Context: an optimization exercise on an open-source flow, tuned for small area. The choices shown serve that exercise and are no tape-out recipe. Only simulation tests tie the RTL to the original design; equivalence was not proved. The clock port is modelled as an ideal driver, which makes a skipped or thinned clock tree look cheaper than it is; a real chip needs a root buffer or a tree. Power and IR drop assume default switching activity.

the reference run:
==> flow/design.v <==
`timescale 1ns / 1ps
module DisplayModule(
    input clk,
    input rst,
    input buttonU,
    input buttonL,
    input buttonR,
    input buttonD,
    input sw0,
    input sw1,
    output [3:0] an,
    output [6:0] sev_seg,
    output dp
    );
    reg p2, m3a, m3b;
    always @(posedge clk) begin
        p2  <= ~(rst | p2);
        m3a <= ~(rst | m3a | m3b);
        m3b <= ~rst & m3a;
    end
    reg [4:0] m23;
    wire m23_ph22 = ((m23 & 5'h16) == 5'h14);
    always @(posedge clk)
        if (rst | m23_ph22) m23 <= 5'h0;
        else m23 <= {~m23[3:0], m23[4] ^ m23[1]};
    reg [9:0] m547;
    wire m547_ph546 = ((m547 & 10'h37a) == 10'h368);
    wire m547_ph2 = ((m547 & 10'h26d) == 10'h228);
    always @(posedge clk)
        if (rst | m547_ph546) m547 <= 10'h2ee;
        else m547 <= {~m547[8:0], ~m547[9] ^ m547[6]};
    reg [11:0] m2731;
    wire m2731_ph2730 = ((m2731 & 12'hd9b) == 12'h513);
    always @(posedge clk)
        if (rst | m2731_ph2730) m2731 <= 12'h4b;
        else m2731 <= {~m2731[10:0], m2731[11] ^ m2731[10]};
    reg [14:0] sec;
    wire sec_low = (sec[13:0] == 14'h1555);
    wire sec_zero = sec_low & sec[14];
    always @(posedge clk)
        if (rst) sec <= 15'h5555;
        else sec <= {~sec[13:0], sec[14] ^ sec[13] ^ sec_low};
    wire k2mod6 = m3b & ~p2;
    wire e240 = k2mod6 & m23_ph22;
    wire e30  = ~p2 & m547_ph546;
    wire p30  = p2 & m547_ph2;
    wire e2   = k2mod6 & m2731_ph2730;
    wire div0 = sec_zero;
    wire [3:0] b = {buttonU, buttonL, buttonR, buttonD};
    reg [3:0] s0, s1, ed;
    always @(posedge clk) begin
        if (rst) s0 <= 4'b0;
        else if (e30) s0 <= b;
    end
    always @(posedge clk) begin
        if (e30) begin
            s1 <= s0; ed <= s0 & ~s1;
        end
    end
    wire [3:0] pulse = p30 ? ed : 4'b0;
    reg [1:0] swd;
    always @(posedge clk) begin
        if (rst) swd <= 2'b0;
        else swd <= {swd[0], sw0 | sw1};
    end
    wire load = (|pulse) | swd[1];
    function [4:0] fwd(input [4:0] j); fwd = {j[3:0], ~j[4]}; endfunction
    function [4:0] bwd(input [4:0] j); bwd = {~j[0], j[4:1]}; endfunction
    reg [4:0] j0, j1, j2, j3;    
    wire z0 = ~j0[4] & ~j0[0], z1 = ~j1[4] & ~j1[0], z2 = ~j2[4] & ~j2[0], z3 = ~j3[4] & ~j3[0];
    wire qz = z0 & z1 & z2 & z3;
    wire swr = sw0 | sw1;
    wire K = rst | (load & swr);               
    wire A = load & ~swr & ~rst;               
    wire sU = pulse[3] & ~pulse[2] & ~pulse[1] & ~pulse[0];
    wire sL = ~pulse[3] & pulse[2] & ~pulse[1] & ~pulse[0];
    wire sR = ~pulse[3] & ~pulse[2] & pulse[1] & ~pulse[0];
    wire sD = ~pulse[3] & ~pulse[2] & ~pulse[1] & pulse[0];
    wire t9 = j1[4] & ~j1[3], t_ge2 = j1[1] | j1[4], t_ge5 = j1[4];
    wire c1 = (sU & t9) | (sL & t_ge2) | (sD & t_ge5);
    wire h9 = j2[4] & ~j2[3], h8 = j2[3] & ~j2[2], h_ge8 = j2[4] & ~j2[2], h_ge5 = j2[4], h4 = j2[3] & ~j2[4];
    wire c2 = (sU & c1 & h9) | (sL & (h9 | (h8 & c1))) | (sR & h_ge8) | (sD & (h_ge5 | (h4 & c1)));
    wire sat = c2 & j3[4] & ~j3[3];
    wire As = A & ~sat;
    wire N = A & sat;                          
    wire M0 = div0 & ~qz & ~load & ~rst;       
    wire M1 = M0 & z0, M2 = M1 & z1, M3 = M2 & z2;
    wire U1 = As & sU, L1 = As & sL, D1 = As & sD;
    wire H1 = As & ((sU & c1) | (sL & ~c1)), H2 = As & ((sL & c1) | sR);
    wire H5 = As & sD & ~c1, H6 = As & sD & c1;
    wire T1 = As & c2;
    wire K5 = load & sw1 & ~sw0 & ~rst, K1 = load & sw0 & ~sw1 & ~rst;
    wire k0 = ~(K | N | M0);
    wire k1 = ~(K | N | M1 | U1 | L1 | D1);
    wire k2 = ~(K | N | M2 | H1 | H2 | H5 | H6);
    wire k3 = ~(K | M3 | T1);
    wire [4:0] nine = 5'b10000;
    always @(posedge clk) begin
        j0 <= ({5{k0}} & j0) | ({5{N}} & nine) | ({5{M0}} & bwd(j0)) | {5{K5}};
        j1 <= ({5{k1}} & j1) | ({5{N}} & nine) | ({5{M1}} & bwd(j1)) | ({5{U1}} & fwd(j1))
            | ({5{L1}} & bwd(bwd(j1))) | ({5{D1}} & ~j1) | {4'b0, K1};
        j2 <= ({5{k2}} & j2) | ({5{N}} & nine) | ({5{M2}} & bwd(j2)) | ({5{H1}} & fwd(j2))
            | ({5{H2}} & fwd(fwd(j2))) | ({5{H5}} & ~j2) | ({5{H6}} & fwd(~j2)) | {3'b0, K5, K5};
        j3 <= ({5{k3}} & j3) | ({5{M3}} & bwd(j3)) | ({5{T1}} & fwd(j3));
    end
    reg started;
    reg [1:0] g;
    reg [4:0] dig;
    wire sel0 = e240 & g[1] & ~g[0], sel1 = e240 & ~g[1] & ~g[0];
    wire sel2 = e240 & ~g[1] & g[0],  sel3 = e240 & g[1] & g[0];
    wire keep = ~e240 & ~rst;
    always @(posedge clk) begin
        if (rst) begin
            started <= 1'b0; g <= 2'b10;
        end else if (e240) begin
            started <= 1'b1; g <= {g[0], ~g[1]};
        end
        dig <= ({5{sel0 & ~rst}} & j0) | ({5{sel1 & ~rst}} & j1) | ({5{sel2 & ~rst}} & j2)
             | ({5{sel3 & ~rst}} & j3) | ({5{keep}} & dig) | {rst, rst, 3'b0};
    end
    assign dp = started;
    assign an[0] = started & (g[1] | g[0]);
    assign an[1] = started & (g[1] | ~g[0]);
    assign an[2] = started & ~(g[1] & g[0]);
    assign an[3] = started & ~(g[1] & ~g[0]);
    wire [4:0] j = dig;
    wire [6:0] hx;
    assign hx[0] = (~j[1] & j[2]) | (~j[1] & ~j[4]);
    assign hx[1] = (~j[1] & j[2]) | (j[0] & ~j[3]);
    assign hx[2] = (~j[3] & j[4]) | (j[0] & ~j[1]) | (~j[1] & j[2]) | (j[0] & j[2]);
    assign hx[3] = (~j[3] & j[4]) | (j[0] & ~j[1]) | (~j[1] & j[2]) | (j[3] & ~j[4]);
    assign hx[4] = j[1] & ~j[2];
    assign hx[5] = j[1] & j[4];
    assign hx[6] = (j[0] & ~j[1]) | (j[3] & ~j[4]);
    reg blink;
    always @(posedge clk) begin
        if (rst) blink <= 1'b0;
        else if (e2) blink <= qz & ~blink;
    end
    wire odd0 = (~j0[3] & j0[4]) | (j0[0] & ~j0[1]) | (~j0[1] & j0[2]) | (j0[0] & j0[4]) | (j0[2] & ~j0[3]);
    wire flash = odd0 & ~j2[1] & ~j2[4] & z3 & ~load;
    assign sev_seg = hx | {7{flash | blink}};
endmodule
clock: 10.0 ns
lec_check: 0
cap_margin: 20
core_margin: 2
core_utilization: 40
slew_margin: 20
standard.sh (not shown) runs the stock make flow with config.mk's settings and CLKGATE_MAP_FILE= SYNTH_SCRIPT=/design/flow/synth_recipe.tcl, a recipe that flattens the netlist after the stock synthesis.
==> flow/flow/run.sh <==
#!/bin/bash
# Own layout flow: the standard flow (standard.sh), with these changes:
#  - the combinational logic is mapped with an area-oriented ABC script
#    (flow/area.script) instead of ORFS's speed script; the flip-flops come
#    from the unchanged standard synthesis steps (dfflibmap runs before abc);
#  - the port buffers are the smallest buffer cell;
#  - the clock is buffered by flow/pre_cts.tcl (a few clock buffers, each
#    driving the flip-flops of one region) in place of TritonCTS.
# Each tool's output goes to a log file in this folder.
set -euo pipefail
W=$(pwd)
# synthesis script: synth_recipe.tcl with abc's -script replaced
{
  head -n 1 synth_recipe.tcl
  echo "proc abc {args} { set i [lsearch \$args -script]; set args [lreplace \$args [expr {\$i+1}] [expr {\$i+1}] $W/flow/area.script]; yosys abc {*}\$args }"
  tail -n +2 synth_recipe.tcl
} > own_synth.tcl
sed -e "s#SYNTH_SCRIPT=[^ ]*#SYNTH_SCRIPT=$W/own_synth.tcl#" \
    -e "s#CLKGATE_MAP_FILE= #CLKGATE_MAP_FILE= 'BUFFER_PORTS_ARGS=-buffer_cell sky130_fd_sc_hd__buf_1' PRE_CTS_TCL=$W/flow/pre_cts.tcl #" \
    standard.sh > own_standard.sh
bash own_standard.sh > flow_make.log 2>&1
==> flow/flow/pre_cts.tcl <==
# Clock buffering in place of TritonCTS: the flip-flops' clock pins are split
# by position into GROUPS regions (stripes or quadrants), each driven by one
# clock buffer (BUF) that the clock port drives.
rename clock_tree_synthesis __cts_orig
proc clock_tree_synthesis {args} {
  set GROUPS 4
  set BUF sky130_fd_sc_hd__clkbuf_16
  set block [ord::get_db_block]
  set dbu [$block getDbUnitsPerMicron]
  set sinks {}
  foreach pin [get_pins -of_objects [get_nets clk]] {
    set iterm [sta::sta_to_db_pin $pin]
    if {$iterm == "NULL" || $iterm == ""} continue
    set bbox [[$iterm getInst] getBBox]
    lappend sinks [list [expr {([$bbox xMin] + [$bbox xMax]) / 2}] [expr {([$bbox yMin] + [$bbox yMax]) / 2}] $pin]
  }
  set n [llength $sinks]
  # GROUPS = 4: quadrants (split at the median x, then each half at its
  # median y); otherwise GROUPS stripes of equal sink count along x
  set byx [lsort -integer -index 0 $sinks]
  set glist {}
  if {$GROUPS == 4} {
    set h [expr {$n / 2}]
    foreach half [list [lrange $byx 0 [expr {$h - 1}]] [lrange $byx $h end]] {
      set byy [lsort -integer -index 1 $half]
      set q [expr {[llength $byy] / 2}]
      lappend glist [lrange $byy 0 [expr {$q - 1}]] [lrange $byy $q end]
    }
  } else {
    for {set g 0} {$g < $GROUPS} {incr g} {
      lappend glist [lrange $byx [expr {$g * $n / $GROUPS}] [expr {($g + 1) * $n / $GROUPS - 1}]]
    }
  }
  set groups [llength $glist]
  puts "manual clock buffering: $n sinks in $groups groups"
  for {set g 0} {$g < $groups} {incr g} {
    set grp [lindex $glist $g]
    if {[llength $grp] == 0} continue
    set sx 0; set sy 0; set pins {}
    foreach s $grp {
      set sx [expr {$sx + [lindex $s 0]}]; set sy [expr {$sy + [lindex $s 1]}]
      lappend pins [lindex $s 2]
    }
    set cx [expr {double($sx) / [llength $grp] / $dbu}]
    set cy [expr {double($sy) / [llength $grp] / $dbu}]
    puts "  group $g: [llength $grp] sinks, buffer at $cx $cy"
    insert_buffer -buffer_cell $BUF -net clk -load_pins $pins \
      -location [list $cx $cy] -buffer_name clkbuf_m$g -net_name clknet_m$g
  }
  global_connect
  foreach nn [$block getNets] {
    if {[string match clknet_m* [$nn getName]] || [$nn getName] == "clk"} { $nn setSigType CLOCK }
  }
}
Other scripts of this flow, unchanged in this note and not shown: flow/flow/area.script
Edits applied to the flow inputs when going from the reference run to the trial run:
- CORE_UTILIZATION changed from 40 to 55
-- flow/flow/pre_cts.tcl --
<<< the reference run, line 6
  set GROUPS 4
>>> the trial run, line 6
  set GROUPS 3
[summary]
The trial run: flow completed, timing, DRC and antenna clean. For the proportion of power drawn by the clock network, the trial run came in 2.3 points lower than the reference run did. The reference run → the trial run: area after synthesis ~0 delta; relative slew slack went up by 1.8 points. Side by side, total chip power turned out lower in the trial run than in the reference run. The reference run has lower worst IR drop on VDD than the trial run. Per the comparison of the trial run with the reference run, synthesis-to-finish area growth down 1.8 points, final critical-path share of the clock period down 1.0 points, clock period minus final worst setup slack down 0.10 ns, global-route met3 utilization down 0.26 points. The trial run vs the reference run — final cell count dropped 32. Diff the reference run..the trial run | post-layout net count | negligible.
No run of this note takes its clock network from TritonCTS; it comes from the design's own scripts or RTL.

* * *

RTL: the design.v shown in full above, as it stands there.
Settings: LEC_CHECK=0, CAP_MARGIN=20, CORE_MARGIN=2, CORE_UTILIZATION=40, SLEW_MARGIN=20; clock period 10.0 ns.
==> flow/flow/run.sh <==
#!/bin/bash
# Own layout flow: the standard flow (standard.sh), with two changes:
#  - the combinational logic is mapped with an area-oriented ABC script
#    (flow/area.script) instead of ORFS's speed script; the flip-flops come
#    from the unchanged standard synthesis steps (dfflibmap runs before abc);
#  - the port buffers are the smallest buffer cell;
#  - clock tree synthesis takes the options in flow/cts_args (no dummy loads).
# Each tool's output goes to a log file in this folder.
set -euo pipefail
W=$(pwd)
# synthesis script: synth_recipe.tcl with abc's -script replaced
{
  head -n 1 synth_recipe.tcl
  echo "proc abc {args} { set i [lsearch \$args -script]; set args [lreplace \$args [expr {\$i+1}] [expr {\$i+1}] $W/flow/area.script]; yosys abc {*}\$args }"
  tail -n +2 synth_recipe.tcl
} > own_synth.tcl
sed -e "s#SYNTH_SCRIPT=[^ ]*#SYNTH_SCRIPT=$W/own_synth.tcl#" \
    -e "s#CLKGATE_MAP_FILE= #CLKGATE_MAP_FILE= 'BUFFER_PORTS_ARGS=-buffer_cell sky130_fd_sc_hd__buf_1' #" \
    -e "s#CLKGATE_MAP_FILE= #CLKGATE_MAP_FILE= 'CTS_ARGS=$(cat flow/cts_args)' #" \
    standard.sh > own_standard.sh
bash own_standard.sh > flow_make.log 2>&1
==> flow/flow/area.script <==
strash
dch -f
amap
topo
dnsize -c
==> flow/flow/cts_args <==
-sink_clustering_enable -repair_clock_nets -dont_use_dummy_load -sink_clustering_size 30 -buf_list sky130_fd_sc_hd__clkbuf_16
The starting point passed the timing, design-rule and antenna checks.
Rerun with:
==> flow/flow/cts_args (replaced) <==
-sink_clustering_enable -repair_clock_nets -dont_use_dummy_load -sink_clustering_size 50 -sink_clustering_max_diameter 200 -distance_between_buffers 500 -buf_list sky130_fd_sc_hd__clkbuf_16
Settings changed: CORE_UTILIZATION 40 to 60.
- The new run passed the timing, design-rule and antenna checks
- cell count goes down by 6.6%
- wire length goes down by 1.3%
- via count goes up by 3.3%
- power hardly moves
- register-to-register slack improved by 0.14 ns
- combinational power stays flat
- non-clock buffer count does not change
- setup slack improved by 0.018 ns
- die area goes down by 32%
Rerun with:
==> flow/flow/cts_args (replaced) <==
-sink_clustering_enable -repair_clock_nets -dont_use_dummy_load -sink_clustering_size 30 -buf_list sky130_fd_sc_hd__clkbuf_8
Settings changed: CORE_UTILIZATION 60 to 40.
What happened: Critical path depth does not change. Worst setup slack loses 0.080 ns. Via count goes down by 3.9%. Utilization goes down by 25 points. Count of clock-buffer cells in the layout does not change. Cell count goes up by 7.1%. Cell area shrinks by 1.6%. Global-route usage went down by 8.4 points.
Rerun with:
==> flow/flow/cts_args (replaced) <==
-repair_clock_nets -dont_use_dummy_load -buf_list sky130_fd_sc_hd__clkbuf_16
Settings changed: CORE_UTILIZATION 40 to 60.
The changed run passed the timing, design-rule and antenna checks.
Power is higher by 12%.
Die area is lower by 32%.
Clock-buffer cell count is unchanged.
Worst hold slack gets worse by 0.0040 ns.
Wire length is lower by about 0.7%.
Final cell count is lower by 6.6%.
Core utilization is higher by 25 points.
Register-to-register slack gets better by 0.08 ns.
Area after synthesis does not change.

* * *

RTL: the design.v shown in full above, as it stands there.
Settings: LEC_CHECK=0, CAP_MARGIN=20, CORE_MARGIN=2, CORE_UTILIZATION=40, CTS_CLUSTER_DIAMETER=100, CTS_CLUSTER_SIZE=40, SLEW_MARGIN=20; clock period 10.0 ns.
run.sh (not shown) runs the stock make flow with config.mk's settings and CLKGATE_MAP_FILE= SYNTH_SCRIPT=/design/flow/synth_recipe.tcl, a recipe that flattens the netlist after the stock synthesis.
Stock flow here: none of the scripts above is used.
Edit:
==> flow/flow/run.sh (new file) <==
#!/bin/bash
# Own layout flow: the standard flow (standard.sh), with two changes:
#  - the combinational logic is mapped with an area-oriented ABC script
#    (flow/area.script) instead of ORFS's speed script; the flip-flops come
#    from the unchanged standard synthesis steps (dfflibmap runs before abc);
#  - the port buffers are the smallest buffer cell;
#  - clock tree synthesis takes the options in flow/cts_args (no dummy loads).
# Each tool's output goes to a log file in this folder.
set -euo pipefail
W=$(pwd)
# synthesis script: synth_recipe.tcl with abc's -script replaced
{
  head -n 1 synth_recipe.tcl
  echo "proc abc {args} { set i [lsearch \$args -script]; set args [lreplace \$args [expr {\$i+1}] [expr {\$i+1}] $W/flow/area.script]; yosys abc {*}\$args }"
  tail -n +2 synth_recipe.tcl
} > own_synth.tcl
sed -e "s#SYNTH_SCRIPT=[^ ]*#SYNTH_SCRIPT=$W/own_synth.tcl#" \
    -e "s#CLKGATE_MAP_FILE= #CLKGATE_MAP_FILE= 'BUFFER_PORTS_ARGS=-buffer_cell sky130_fd_sc_hd__buf_1' #" \
    -e "s#CLKGATE_MAP_FILE= #CLKGATE_MAP_FILE= 'CTS_ARGS=$(cat flow/cts_args)' #" \
    standard.sh > own_standard.sh
bash own_standard.sh > flow_make.log 2>&1
==> flow/flow/area.script (new file) <==
strash
dch -f
amap
topo
dnsize -c
==> flow/flow/cts_args (new file) <==
-sink_clustering_enable -repair_clock_nets -dont_use_dummy_load -sink_clustering_size 40 -sink_clustering_max_diameter 100
==> flow/standard.sh (new file) <==
#!/bin/bash
# synth_recipe.tcl (not shown) runs the flow's synth.tcl, then flattens the netlist and writes it again
# the make line also repeats each setting of config.mk as NAME=value (left out here)
make -C /OpenROAD-flow-scripts/flow DESIGN_CONFIG=/design/flow/config.mk WORK_HOME=/design/flow/orfs CLKGATE_MAP_FILE= SYNTH_SCRIPT=/design/flow/synth_recipe.tcl "${@:-finish}"
- CORE_UTILIZATION: 40 -> 60
- CTS_CLUSTER_DIAMETER: 100 -> default
- CTS_CLUSTER_SIZE: 40 -> default
removed: flow/run.sh
=> The new run completed with no timing, DRC or antenna violations; total power came out lower by about 12%; final area fell by 12%; clock power is lower by 23%.
Edit:
- CORE_UTILIZATION: 60 -> 40
Result: The new run produced a clean layout; first-iteration DRC count drops by 5.9%; die area climbs by 47%; fmax drops by about 1.4%; wire length climbs by about 1.9%; final area climbs by 1.0%; global-route usage drops by 8.1 points.

[static timing again, ports no longer ideal]
Ports are ideal in the flow. The routed layouts listed here were re-timed in OpenROAD.
Step 1 assumes that a clkbuf_16 drives the clock port and a buf_2 every other input.
Step 2 adds t to the input delays and takes it off the output delays; t is the mean of the earliest and latest rising clock arrival at the registers after step 1. Input paths then give back, and output paths get back, about the clock's delay inside the block.
Slacks: ideal ports / drivers / drivers and shift; pairs: ideal ports / drivers.
run | shift t [ns] | setup slack, ns | worst hold slack (ns) | worst setup path after step 2 | latest minus earliest clock arrival (ns)
the reference run | 0.224 | 5.347 / 5.272 / 5.324 | 0.388 / 0.388 / 0.388 | input to register | 0.015 / 0.016
the trial run | 0.221 | 5.447 / 5.390 / 5.368 | 0.378 / 0.378 / 0.378 | input to register | 0.020 / 0.020
the first run of note 2 | 0.356 | 5.172 / 5.139 / 5.276 | 0.383 / 0.383 / 0.383 | input to register | 0.017 / 0.017
the second run of note 2 | 0.360 | 5.190 / 5.155 / 5.402 | 0.382 / 0.382 / 0.382 | input to register | 0.017 / 0.017
the third run of note 2 | 0.376 | 5.110 / 5.081 / 5.291 | 0.386 / 0.386 / 0.386 | input to register | 0.025 / 0.026
the fourth run of note 2 | 0.360 | 5.190 / 5.155 / 5.402 | 0.382 / 0.382 / 0.382 | input to register | 0.017 / 0.017
the first run of note 3 | 0.389 | 5.063 / 5.030 / 5.419 | 0.371 / 0.371 / 0.371 | register to output | 0.018 / 0.017
the second run of note 3 | 0.371 | 5.177 / 5.150 / 5.395 | 0.383 / 0.383 / 0.383 | input to register | 0.025 / 0.025
the third run of note 3 | 0.376 | 5.110 / 5.081 / 5.291 | 0.386 / 0.386 / 0.386 | input to register | 0.025 / 0.026
After both steps setup and hold are still met in every run listed. For the trial run, which loses most, drivers alone change the setup slack by -0.057 ns; drivers and shift together by -0.079 ns.
